Context: an optimization exercise on an open-source flow, tuned for small area. The choices shown serve that exercise and are no tape-out recipe.
Only simulation tests tie the RTL to the original design; equivalence was not proved.
Power is estimated from default activity; no workload was simulated.

==> flow/design.v <==
`timescale 1ns / 1ps
module lock_ctrl(
    input wire clk,
    input wire rst,
    input wire set_password,
    input wire enter,
    input wire test,
    input wire f2,             
    input wire [1:0] d,        
    input wire [2:0] dig,      
    output wire idle,          
    output wire [6:0] segs,    
    output reg  gled0,
    output reg  gled1,
    output reg  rled0,
    output reg  rled1,
    output reg  rled2
);
localparam S0 = 3'd7, S1 = 3'd4, S2 = 3'd5, S3 = 3'd0, S4 = 3'd1, S5 = 3'd3, S6 = 3'd6, IDLE = 3'd2;
reg [2:0] cur;
reg [2:0] nxt;
assign idle = (cur == IDLE);
reg [1:0] num7, num6, num5;
always @(posedge clk) begin
    if (rst || set_password || test) begin
        num7 <= 2'd0;
        num6 <= 2'd0;
        num5 <= 2'd0;
    end else if ((cur == S1 || cur == S3) && f2) begin
        if (num7 == 2'd0) num7 <= d;
        if (num7 != 2'd0 && num6 == 2'd0) num6 <= d;
        if (num6 != 2'd0 && num5 == 2'd0) num5 <= d;
    end
end
always @(posedge clk or posedge rst) begin
    if (rst)
        cur <= IDLE;
    else
        cur <= nxt;
end
always @(posedge clk) begin
    if (rst)
        nxt <= S0;
    else begin
        case (cur)
            S0: if (set_password) nxt <= S1;
            S1: if (enter) nxt <= S2;
            S2: if (test) nxt <= S3;
            S3: if (enter) nxt <= S4;
            S4: if (gled1) nxt <= S5;
                else if (rled2) nxt <= S6;
                else if (test) nxt <= S3;
            S5: if (set_password) nxt <= S1;
            default: ;
        endcase
    end
end
reg flag0, flagf;
always @(posedge clk) begin
    flag0 <= (cur == S0) || (cur == S2) || (cur == S4) || (cur == S5);
    case (cur)
        S0: begin flagf <= 1'b0; gled0 <= 1'b0; end
        S1: gled0 <= 1'b0;
        S2: gled0 <= 1'b1;
        S6: flagf <= 1'b1;
        default: ;
    endcase
end
reg [1:0] pw7, pw6, pw5;
reg [1:0] scur, snxt;      
reg [3:0] cnt;
wire cnt10 = (cnt == 4'd10);
wire fail = cnt10 && !(cur == S1) && !(cur == S3) && !(scur == 2'd2) && !rled2;
always @(posedge clk or posedge rst) begin
    if (rst) begin
        gled1 <= 1'b0;
        rled0 <= 1'b0;
        rled1 <= 1'b0;
        rled2 <= 1'b0;
    end else if (cur == S1) begin
        gled1 <= 1'b0;
        rled0 <= 1'b0;
        rled1 <= 1'b0;
        rled2 <= 1'b0;
    end else if (cur == S3) begin
    end else if (scur == 2'd2) begin
        gled1 <= 1'b1;
        rled0 <= 1'b0;
        rled1 <= 1'b0;
        rled2 <= 1'b0;
    end else if (fail) begin
        rled0 <= 1'b1;
        rled1 <= rled0;
        rled2 <= rled1;
    end
end
always @(posedge clk) begin
    if (rst || cur == S3)
        cnt <= 4'd0;
    else if ((cur == S4 && cnt < 4'd10) || fail)
        cnt <= cnt + 4'd1;
end
always @(posedge clk or posedge rst) begin
    if (rst) begin
        pw7 <= 2'd0;
        pw6 <= 2'd0;
        pw5 <= 2'd0;
    end else if (cur == S2 && !test) begin
        pw7 <= num7;
        pw6 <= num6;
        pw5 <= num5;
    end
end
always @(posedge clk or posedge rst) begin
    if (rst) scur <= 2'd0;
    else scur <= snxt;
end
always @(posedge clk) begin
    if (rst) begin
        snxt <= 2'd0;
    end else begin
        if (cur == S1 || cur == S3)
            snxt <= 2'd0;
        else if (cur == S4)
            case (scur)
                2'd0: if (num7 == pw7) snxt <= 2'd1;
                2'd1: if (num6 == pw6) snxt <= 2'd3;
                2'd3: if (num5 == pw5) snxt <= 2'd2;
                default: ;
            endcase
    end
end
reg [1:0] shown;
always @(*) begin
    if (dig == 3'd7)      shown = num7;
    else if (dig == 3'd6) shown = num6;
    else if (dig == 3'd5) shown = num5;
    else                  shown = 2'd0;
end
reg cc, cd, cf;
always @(posedge clk) begin
    if (flag0)
        {cc, cd, cf} <= 3'b000;
    else if (flagf)
        {cc, cd, cf} <= 3'b110;
    else
        case (shown)
            2'd0: {cc, cd, cf} <= 3'b111;
            2'd1: {cc, cd, cf} <= 3'b011;
            2'd2: {cc, cd, cf} <= 3'b101;
            default: {cc, cd, cf} <= 3'b001;
        endcase
end
wire ca = cd & cf;
wire cb = cc & cd;
wire ce = cf & (cd | ~cc);
wire cg = (cf & cd) | ~(cf | cc | cd);
assign segs = {cg, cf, ce, cd, cc, cb, ca};
endmodule
`timescale 1ns / 1ps
module top(
    input wire clk,
    input wire rst,
    input wire set_password,
    input wire enter,
    input wire test,
    input wire [3:0] row,
    output wire [3:0] col,
    output wire [7:0] led_en,
    output wire led_ca,
    output wire led_cb,
    output wire led_cc,
    output wire led_cd,
    output wire led_ce,
    output wire led_cf,
    output wire led_cg,
    output wire led_dp,
    output wire gled0,
    output wire gled1,
    output wire rled0,
    output wire rled1,
    output wire rled2
);
reg [2:0] c8;
reg [4:0] c25;
reg [2:0] r5;
reg [2:0] dig;
wire e8 = c8[2] & ~c8[1] & ~c8[0];                 
wire c25_fb = c25[4] ^ ~((c25[3] & c25[1]) | (~c25[3] & ~c25[2] & c25[1] & ~c25[0]));
wire f200 = e8 & c25[4] & ~|c25[3:0];                
wire cnt_end = f200 & r5[2];                        
always @(posedge clk or posedge rst) begin
    if (rst)
        c8 <= 3'd0;
    else
        c8 <= {c8[1:0], c8[2] ^ ~(c8[1] & ~c8[0])};
end
always @(posedge clk or posedge rst) begin
    if (rst)
        c25 <= 5'd0;
    else
        c25 <= {c25[3:0], c25_fb};
end
always @(posedge clk or posedge rst) begin
    if (rst)
        dig <= 3'd0;
    else if (f200)
        dig <= dig + 3'd1;
end
always @(posedge clk) begin
    if (rst)
        r5 <= 3'd0;
    else if (f200)
        r5 <= r5[2] ? 3'd0 : r5 + 3'd1;
end
wire [1:0] q = dig[1:0] - r5[1:0];
assign led_en = ~(8'd1 << dig);
wire idle;
assign col = idle ? 4'b1111 : ~(4'd1 << q);
reg [3:0] kh, km, kt;
reg lap;
reg f1, f2;
wire [3:0] pe = ~row & ~(kh & {4{lap}});        
wire shift = cnt_end & (q != 2'd0);
wire fire = shift & pe[3] & ~pe[2] & ~pe[1] & ~pe[0];
always @(posedge clk) begin
    if (shift) begin
        kh <= km;
        km <= kt;
        kt <= ~row;
    end
end
always @(posedge clk) begin
    if (rst)
        lap <= 1'b0;
    else if (cnt_end && q == 2'd3)
        lap <= 1'b1;
end
always @(posedge clk) begin
    f1 <= fire;
end
always @(posedge clk or posedge rst) begin
    if (rst) f2 <= 1'b0;
    else f2 <= f1;
end
wire [1:0] d = {q[1], ~q[0]};
wire [6:0] segs;
lock_ctrl u_ctrl(
    .clk(clk), .rst(rst),
    .set_password(set_password), .enter(enter), .test(test),
    .f2(f2), .d(d), .dig(dig),
    .idle(idle), .segs(segs),
    .gled0(gled0), .gled1(gled1), .rled0(rled0), .rled1(rled1), .rled2(rled2)
);
assign {led_cg, led_cf, led_ce, led_cd, led_cc, led_cb, led_ca} = segs;
assign led_dp = 1'b1;
endmodule
clock: 10.0 ns
lec_check: 0
cap_margin: 20
core_margin: 2
core_utilization: 40
slew_margin: 20
standard.sh (not shown) runs the stock make flow with config.mk's settings and CLKGATE_MAP_FILE= SYNTH_SCRIPT=/design/flow/synth_recipe.tcl, a recipe that flattens the netlist after the stock synthesis.
==> flow/flow/run.sh <==
#!/bin/bash
# Own layout flow: the standard flow (standard.sh) with
#  - synthesis as standard (same script, same registers), except that the
#    combinational logic is not pre-mapped to half/full adder cells
#    (extract_fa skipped) and is mapped by an area-oriented ABC script
#    (flow/area.abc) instead of the speed script,
#  - buf_1 cells as the port buffers,
#  - a clock tree of clkbuf_4 cells without dummy loads.
# Each tool's output goes to its log under orfs/logs; make's output to make_finish.log.
set -euo pipefail
W=$(pwd)
cat > "$W/own_synth.tcl" <<EOF2
proc abc {args} {
  set i [lsearch -exact \$args -script]
  lset args [expr {\$i + 1}] $W/flow/area.abc
  set j [lsearch -exact \$args -D]
  if {\$j >= 0} { lset args [expr {\$j + 1}] 100000 }
  yosys abc {*}\$args
}
proc extract_fa {args} { puts "own flow: extract_fa skipped" }
source $W/synth_recipe.tcl
EOF2
bash standard.sh \
  SYNTH_SCRIPT="$W/own_synth.tcl" \
  BUFFER_PORTS_ARGS="-buffer_cell sky130_fd_sc_hd__buf_1" \
  CTS_ARGS="-sink_clustering_enable -repair_clock_nets -dont_use_dummy_load -buf_list sky130_fd_sc_hd__clkbuf_4" \
  finish > make_finish.log 2>&1
==> flow/flow/area.abc <==
strash
balance -l
resub -K 6 -l
rewrite -l
resub -K 6 -N 2 -l
refactor -l
resub -K 8 -l
balance -l
resub -K 8 -N 2 -l
rewrite -l
resub -K 10 -l
rewrite -z -l
resub -K 10 -N 2 -l
balance -l
resub -K 12 -l
refactor -z -l
resub -K 12 -N 2 -l
rewrite -z -l
balance -l
balance -l
resub -K 6 -l
rewrite -l
resub -K 6 -N 2 -l
refactor -l
resub -K 8 -l
balance -l
resub -K 8 -N 2 -l
rewrite -l
resub -K 10 -l
rewrite -z -l
resub -K 10 -N 2 -l
balance -l
resub -K 12 -l
refactor -z -l
resub -K 12 -N 2 -l
rewrite -z -l
balance -l
&get -n
&dch -f
&nf -R 1000
&put
balance -l
resub -K 6 -l
rewrite -l
resub -K 6 -N 2 -l
refactor -l
resub -K 8 -l
balance -l
resub -K 8 -N 2 -l
rewrite -l
resub -K 10 -l
rewrite -z -l
resub -K 10 -N 2 -l
balance -l
resub -K 12 -l
refactor -z -l
resub -K 12 -N 2 -l
rewrite -z -l
balance -l
balance -l
resub -K 6 -l
rewrite -l
resub -K 6 -N 2 -l
refactor -l
resub -K 8 -l
balance -l
resub -K 8 -N 2 -l
rewrite -l
resub -K 10 -l
rewrite -z -l
resub -K 10 -N 2 -l
balance -l
resub -K 12 -l
refactor -z -l
resub -K 12 -N 2 -l
rewrite -z -l
balance -l
&get -n
&dch -f
&nf -R 1000
&put
&get -n
&dch -f
&nf -R 1000
&put
==> next run, changes <==
--- a/flow/design.v
+++ b/flow/design.v
@@ -17,5 +17,5 @@
     output reg  rled2
 );
-localparam S0 = 3'd7, S1 = 3'd4, S2 = 3'd5, S3 = 3'd0, S4 = 3'd1, S5 = 3'd3, S6 = 3'd6, IDLE = 3'd2;
+localparam S0 = 3'd4, S1 = 3'd2, S2 = 3'd3, S3 = 3'd5, S4 = 3'd7, S5 = 3'd1, S6 = 3'd0, IDLE = 3'd6;
 reg [2:0] cur;
 reg [2:0] nxt;
@@ -186,31 +186,24 @@
 reg [2:0] r5;
 reg [2:0] dig;
-wire e8 = c8[2] & ~c8[1] & ~c8[0];                 
-wire c25_fb = c25[4] ^ ~((c25[3] & c25[1]) | (~c25[3] & ~c25[2] & c25[1] & ~c25[0]));
-wire f200 = e8 & c25[4] & ~|c25[3:0];                
+wire e8 = &c8;
+wire f200 = e8 & c25[4] & c25[3];                   
 wire cnt_end = f200 & r5[2];                        
-always @(posedge clk or posedge rst) begin
-    if (rst)
-        c8 <= 3'd0;
-    else
-        c8 <= {c8[1:0], c8[2] ^ ~(c8[1] & ~c8[0])};
-end
-always @(posedge clk or posedge rst) begin
-    if (rst)
+always @(posedge clk) begin
+    if (rst) begin
+        c8  <= 3'd0;
         c25 <= 5'd0;
-    else
-        c25 <= {c25[3:0], c25_fb};
-end
-always @(posedge clk or posedge rst) begin
-    if (rst)
-        dig <= 3'd0;
-    else if (f200)
+    end else begin
+        c8 <= c8 + 3'd1;
+        c25 <= (c25[4] & c25[3]) ? 5'd0 : c25 + 5'd1;
+    end
+end
+always @(posedge clk or posedge rst) begin
+    if (rst) begin
+        r5   <= 3'd0;
+        dig  <= 3'd0;
+    end else if (f200) begin
         dig <= dig + 3'd1;
-end
-always @(posedge clk) begin
-    if (rst)
-        r5 <= 3'd0;
-    else if (f200)
-        r5 <= r5[2] ? 3'd0 : r5 + 3'd1;
+        r5  <= r5[2] ? 3'd0 : r5 + 3'd1;
+    end
 end
 wire [1:0] q = dig[1:0] - r5[1:0];
@@ -238,5 +231,5 @@
 end
 always @(posedge clk) begin
-    f1 <= fire;
+    f1 <= fire & ~rst;
 end
 always @(posedge clk or posedge rst) begin
Result: The new run finished clean. Via count increases by 2.6%. Utilization increases by 0.28 points. Power increases by 20%. Sequential power increases by 10%. Global-route usage is about the same. Area after synthesis increases by 1.6%. Worst setup slack is worse by 0.066 ns. Count of clock-buffer cells in the layout stays the same.

Setup of cedar:
Another version of the RTL of top (not shown whole).
Size in the first run: about 240 cells after synthesis, about 34 I/O pins, roughly 2500 um2 of cells after synthesis.
## top
module top(
    input wire clk,
    input wire rst,
    input wire set_password,
    input wire enter,
    input wire test,
    input wire [3:0] row,
    output wire [3:0] col,
    output wire [7:0] led_en,
    output wire led_ca,
    output wire led_cb,
    output wire led_cc,
    output wire led_cd,
    output wire led_ce,
    output wire led_cf,
    output wire led_cg,
    output wire led_dp,
    output wire gled0,
    output wire gled1,
    output wire rled0,
    output wire rled1,
    output wire rled2
);
reg [2:0] c8;
reg [4:0] c25;
reg [2:0] r5;
reg [2:0] dig;
wire e8 = c8[2] & ~c8[1] & ~c8[0];                 
wire c25_fb = c25[4] ^ ~((c25[3] & c25[1]) | (~c25[3] & ~c25[2] & c25[1] & ~c25[0]));
wire f200 = e8 & c25[4] & ~|c25[3:0];                
wire cnt_end = f200 & r5[2];                        
always @(posedge clk or posedge rst) begin
    if (rst)
        c8 <= 3'd0;
    else
        c8 <= {c8[1:0], c8[2] ^ ~(c8[1] & ~c8[0])};
end
  ...
==> module lock_ctrl, before the edit <==
module lock_ctrl(
    input wire clk,
    input wire rst,
    input wire set_password,
    input wire enter,
    input wire test,
    input wire f2,             
    input wire [1:0] d,        
    input wire [2:0] dig,      
    output wire idle,          
    output wire [6:0] segs,    
    output reg  gled0,
    output reg  gled1,
    output reg  rled0,
    output reg  rled1,
    output reg  rled2
);
localparam S0 = 3'd7, S1 = 3'd4, S2 = 3'd5, S3 = 3'd0, S4 = 3'd1, S5 = 3'd3, S6 = 3'd6, IDLE = 3'd2;
reg [2:0] cur;
reg [2:0] nxt;
assign idle = (cur == IDLE);
reg [1:0] num7, num6, num5;
always @(posedge clk) begin
    if (rst || set_password || test) begin
        num7 <= 2'd0;
        num6 <= 2'd0;
        num5 <= 2'd0;
    end else if ((cur == S1 || cur == S3) && f2) begin
        if (num7 == 2'd0) num7 <= d;
        if (num7 != 2'd0 && num6 == 2'd0) num6 <= d;
        if (num6 != 2'd0 && num5 == 2'd0) num5 <= d;
    end
end
always @(posedge clk or posedge rst) begin
    if (rst)
        cur <= IDLE;
    else
        cur <= nxt;
end
always @(posedge clk) begin
    if (rst)
        nxt <= S0;
    else begin
        case (cur)
            S0: if (set_password) nxt <= S1;
            S1: if (enter) nxt <= S2;
            S2: if (test) nxt <= S3;
            S3: if (enter) nxt <= S4;
            S4: if (gled1) nxt <= S5;
                else if (rled2) nxt <= S6;
                else if (test) nxt <= S3;
            S5: if (set_password) nxt <= S1;
            default: ;
        endcase
    end
end
reg flag0, flagf;
always @(posedge clk) begin
    flag0 <= (cur == S0) || (cur == S2) || (cur == S4) || (cur == S5);
    case (cur)
        S0: begin flagf <= 1'b0; gled0 <= 1'b0; end
        S1: gled0 <= 1'b0;
        S2: gled0 <= 1'b1;
        S6: flagf <= 1'b1;
        default: ;
    endcase
end
reg [1:0] pw7, pw6, pw5;
reg [1:0] scur, snxt;      
reg [3:0] cnt;
wire cnt10 = (cnt == 4'd10);
wire fail = cnt10 && !(cur == S1) && !(cur == S3) && !(scur == 2'd2) && !rled2;
always @(posedge clk or posedge rst) begin
    if (rst) begin
        gled1 <= 1'b0;
        rled0 <= 1'b0;
        rled1 <= 1'b0;
        rled2 <= 1'b0;
    end else if (cur == S1) begin
        gled1 <= 1'b0;
        rled0 <= 1'b0;
        rled1 <= 1'b0;
        rled2 <= 1'b0;
    end else if (cur == S3) begin
    end else if (scur == 2'd2) begin
        gled1 <= 1'b1;
        rled0 <= 1'b0;
        rled1 <= 1'b0;
        rled2 <= 1'b0;
    end else if (fail) begin
        rled0 <= 1'b1;
        rled1 <= rled0;
        rled2 <= rled1;
    end
end
always @(posedge clk) begin
    if (rst || cur == S3)
        cnt <= 4'd0;
    else if ((cur == S4 && cnt < 4'd10) || fail)
        cnt <= cnt + 4'd1;
end
always @(posedge clk or posedge rst) begin
    if (rst) begin
        pw7 <= 2'd0;
        pw6 <= 2'd0;
        pw5 <= 2'd0;
    end else if (cur == S2 && !test) begin
        pw7 <= num7;
        pw6 <= num6;
        pw5 <= num5;
    end
end
always @(posedge clk or posedge rst) begin
    if (rst) scur <= 2'd0;
    else scur <= snxt;
end
always @(posedge clk) begin
    if (rst) begin
        snxt <= 2'd0;
    end else begin
        if (cur == S1 || cur == S3)
            snxt <= 2'd0;
        else if (cur == S4)
            case (scur)
                2'd0: if (num7 == pw7) snxt <= 2'd1;
                2'd1: if (num6 == pw6) snxt <= 2'd3;
                2'd3: if (num5 == pw5) snxt <= 2'd2;
                default: ;
            endcase
    end
end
reg [1:0] shown;
always @(*) begin
    if (dig == 3'd7)      shown = num7;
    else if (dig == 3'd6) shown = num6;
    else if (dig == 3'd5) shown = num5;
    else                  shown = 2'd0;
end
reg cc, cd, cf;
always @(posedge clk) begin
    if (flag0)
        {cc, cd, cf} <= 3'b000;
    else if (flagf)
        {cc, cd, cf} <= 3'b110;
    else
        case (shown)
            2'd0: {cc, cd, cf} <= 3'b111;
            2'd1: {cc, cd, cf} <= 3'b011;
            2'd2: {cc, cd, cf} <= 3'b101;
            default: {cc, cd, cf} <= 3'b001;
        endcase
end
wire ca = cd & cf;
wire cb = cc & cd;
wire ce = cf & (cd | ~cc);
wire cg = (cf & cd) | ~(cf | cc | cd);
assign segs = {cg, cf, ce, cd, cc, cb, ca};
endmodule
==> module top, before the edit <==
module top(
    input wire clk,
    input wire rst,
    input wire set_password,
    input wire enter,
    input wire test,
    input wire [3:0] row,
    output wire [3:0] col,
    output wire [7:0] led_en,
    output wire led_ca,
    output wire led_cb,
    output wire led_cc,
    output wire led_cd,
    output wire led_ce,
    output wire led_cf,
    output wire led_cg,
    output wire led_dp,
    output wire gled0,
    output wire gled1,
    output wire rled0,
    output wire rled1,
    output wire rled2
);
reg [2:0] c8;
reg [4:0] c25;
reg [2:0] r5;
reg [2:0] dig;
wire e8 = c8[2] & ~c8[1] & ~c8[0];                 
wire c25_fb = c25[4] ^ ~((c25[3] & c25[1]) | (~c25[3] & ~c25[2] & c25[1] & ~c25[0]));
wire f200 = e8 & c25[4] & ~|c25[3:0];                
wire cnt_end = f200 & r5[2];                        
always @(posedge clk or posedge rst) begin
    if (rst)
        c8 <= 3'd0;
    else
        c8 <= {c8[1:0], c8[2] ^ ~(c8[1] & ~c8[0])};
end
always @(posedge clk or posedge rst) begin
    if (rst)
        c25 <= 5'd0;
    else
        c25 <= {c25[3:0], c25_fb};
end
always @(posedge clk or posedge rst) begin
    if (rst)
        dig <= 3'd0;
    else if (f200)
        dig <= dig + 3'd1;
end
always @(posedge clk) begin
    if (rst)
        r5 <= 3'd0;
    else if (f200)
        r5 <= r5[2] ? 3'd0 : r5 + 3'd1;
end
wire [1:0] q = dig[1:0] - r5[1:0];
assign led_en = ~(8'd1 << dig);
wire idle;
assign col = idle ? 4'b1111 : ~(4'd1 << q);
reg [3:0] kh, km, kt;
reg lap;
reg f1, f2;
wire [3:0] pe = ~row & ~(kh & {4{lap}});        
wire shift = cnt_end & (q != 2'd0);
wire fire = shift & pe[3] & ~pe[2] & ~pe[1] & ~pe[0];
always @(posedge clk) begin
    if (shift) begin
        kh <= km;
        km <= kt;
        kt <= ~row;
    end
end
always @(posedge clk) begin
    if (rst)
        lap <= 1'b0;
    else if (cnt_end && q == 2'd3)
        lap <= 1'b1;
end
always @(posedge clk) begin
    f1 <= fire & ~rst;
end
always @(posedge clk or posedge rst) begin
    if (rst) f2 <= 1'b0;
    else f2 <= f1;
end
wire [1:0] d = {q[1], ~q[0]};
wire [6:0] segs;
lock_ctrl u_ctrl(
    .clk(clk), .rst(rst),
    .set_password(set_password), .enter(enter), .test(test),
    .f2(f2), .d(d), .dig(dig),
    .idle(idle), .segs(segs),
    .gled0(gled0), .gled1(gled1), .rled0(rled0), .rled1(rled1), .rled2(rled2)
);
assign {led_cg, led_cf, led_ce, led_cd, led_cc, led_cb, led_ca} = segs;
assign led_dp = 1'b1;
endmodule
export LEC_CHECK = 0
export CAP_MARGIN = 20
export CORE_MARGIN = 2
export CORE_UTILIZATION = 40
export SLEW_MARGIN = 20
create_clock -name core_clock -period 10.0 [get_ports {clk}]
Scripts as last shown in full above: flow/flow/run.sh, flow/flow/area.abc
#### Input delta (quartz over cedar)
--- a/flow/design.v
+++ b/flow/design.v
@@ -13,13 +13,13 @@
     output reg  gled0,
     output reg  gled1,
     output reg  rled0,
     output reg  rled1,
     output reg  rled2
 );
-localparam S0 = 3'd7, S1 = 3'd4, S2 = 3'd5, S3 = 3'd0, S4 = 3'd1, S5 = 3'd3, S6 = 3'd6, IDLE = 3'd2;
+localparam S0 = 3'd3, S1 = 3'd0, S2 = 3'd1, S3 = 3'd4, S4 = 3'd5, S5 = 3'd7, S6 = 3'd2, IDLE = 3'd6;
 reg [2:0] cur;
 reg [2:0] nxt;
 assign idle = (cur == IDLE);
 reg [1:0] num7, num6, num5;
 always @(posedge clk) begin
     if (rst || set_password || test) begin
@@ -80,13 +80,13 @@
     end else if (cur == S1) begin
         gled1 <= 1'b0;
         rled0 <= 1'b0;
         rled1 <= 1'b0;
         rled2 <= 1'b0;
     end else if (cur == S3) begin
-    end else if (scur == 2'd2) begin
+    end else if (scur == 2'd2 && cur != IDLE) begin
         gled1 <= 1'b1;
         rled0 <= 1'b0;
         rled1 <= 1'b0;
         rled2 <= 1'b0;
     end else if (fail) begin
         rled0 <= 1'b1;
@@ -97,26 +97,21 @@
 always @(posedge clk) begin
     if (rst || cur == S3)
         cnt <= 4'd0;
     else if ((cur == S4 && cnt < 4'd10) || fail)
         cnt <= cnt + 4'd1;
 end
-always @(posedge clk or posedge rst) begin
-    if (rst) begin
-        pw7 <= 2'd0;
-        pw6 <= 2'd0;
-        pw5 <= 2'd0;
-    end else if (cur == S2 && !test) begin
+always @(posedge clk) begin
+    if ((cur == S2 && !test) || cur == IDLE) begin
         pw7 <= num7;
         pw6 <= num6;
         pw5 <= num5;
     end
 end
-always @(posedge clk or posedge rst) begin
-    if (rst) scur <= 2'd0;
-    else scur <= snxt;
+always @(posedge clk) begin
+    scur <= snxt;
 end
 always @(posedge clk) begin
     if (rst) begin
         snxt <= 2'd0;
     end else begin
         if (cur == S1 || cur == S3)
@@ -234,17 +229,16 @@
     if (rst)
         lap <= 1'b0;
     else if (cnt_end && q == 2'd3)
         lap <= 1'b1;
 end
 always @(posedge clk) begin
-    f1 <= fire & ~rst;
-end
-always @(posedge clk or posedge rst) begin
-    if (rst) f2 <= 1'b0;
-    else f2 <= f1;
+    f1 <= fire;
+end
+always @(posedge clk) begin
+    f2 <= f1;
 end
 wire [1:0] d = {q[1], ~q[0]};
 wire [6:0] segs;
 lock_ctrl u_ctrl(
     .clk(clk), .rst(rst),
     .set_password(set_password), .enter(enter), .test(test),
--- outcome ---
Min minimum setup slack after placement across quartz and cedar: quartz
Relative to cedar, setup slack has gone up in quartz.
quartz has async set or reset register ratio after synthesis below what cedar had.
The final reports for quartz and cedar show area after synthesis lower in the former.
Looking at worst hold slack, quartz sits below cedar.
Higher cell count after synthesis among quartz and cedar: cedar
quartz against cedar: mean routed wirelength per cell has decreased, overall track demand over capacity in global routing has decreased, layout overhead on the synthesized area has remained practically unchanged.
quartz vs. cedar: proportion of synthesized area in mux cells shrank by 2.6 points, total power grew by 0.0059 mW, post-route core utilization grew by 0.97 points.
quartz vs. cedar: post-placement cell area -2.5%, vertical die dimension -1.0 um.

## separate check: timing with driven ports
How much do the figures lean on ideal ports? The routed layouts below were timed once more, with nothing changed but the port constraints.
Step 1 assumes that a clkbuf_16 drives the clock port and a buf_2 every other input.
Step 2 moves the port delays by t, midway between the first and last clock arrival at a register: inputs arrive t later, outputs are due t later. That takes back most of the time a late clock gives input paths.
Three values: ideal, step 1, step 2; two values: the first two.
run	shift t [ns]	slack for setup (ns)	worst slew at a driven data input, ns
the first run of note 1	0.408	6.041 / 6.014 / 6.422	0.03
the second run of note 1	0.408	5.975 / 5.948 / 6.078	0.03
cedar	0.394	6.061 / 6.034 / 6.427	0.04
quartz	0.396	6.098 / 6.073 / 6.469	0.03
After both steps setup and hold are still met in every run listed.
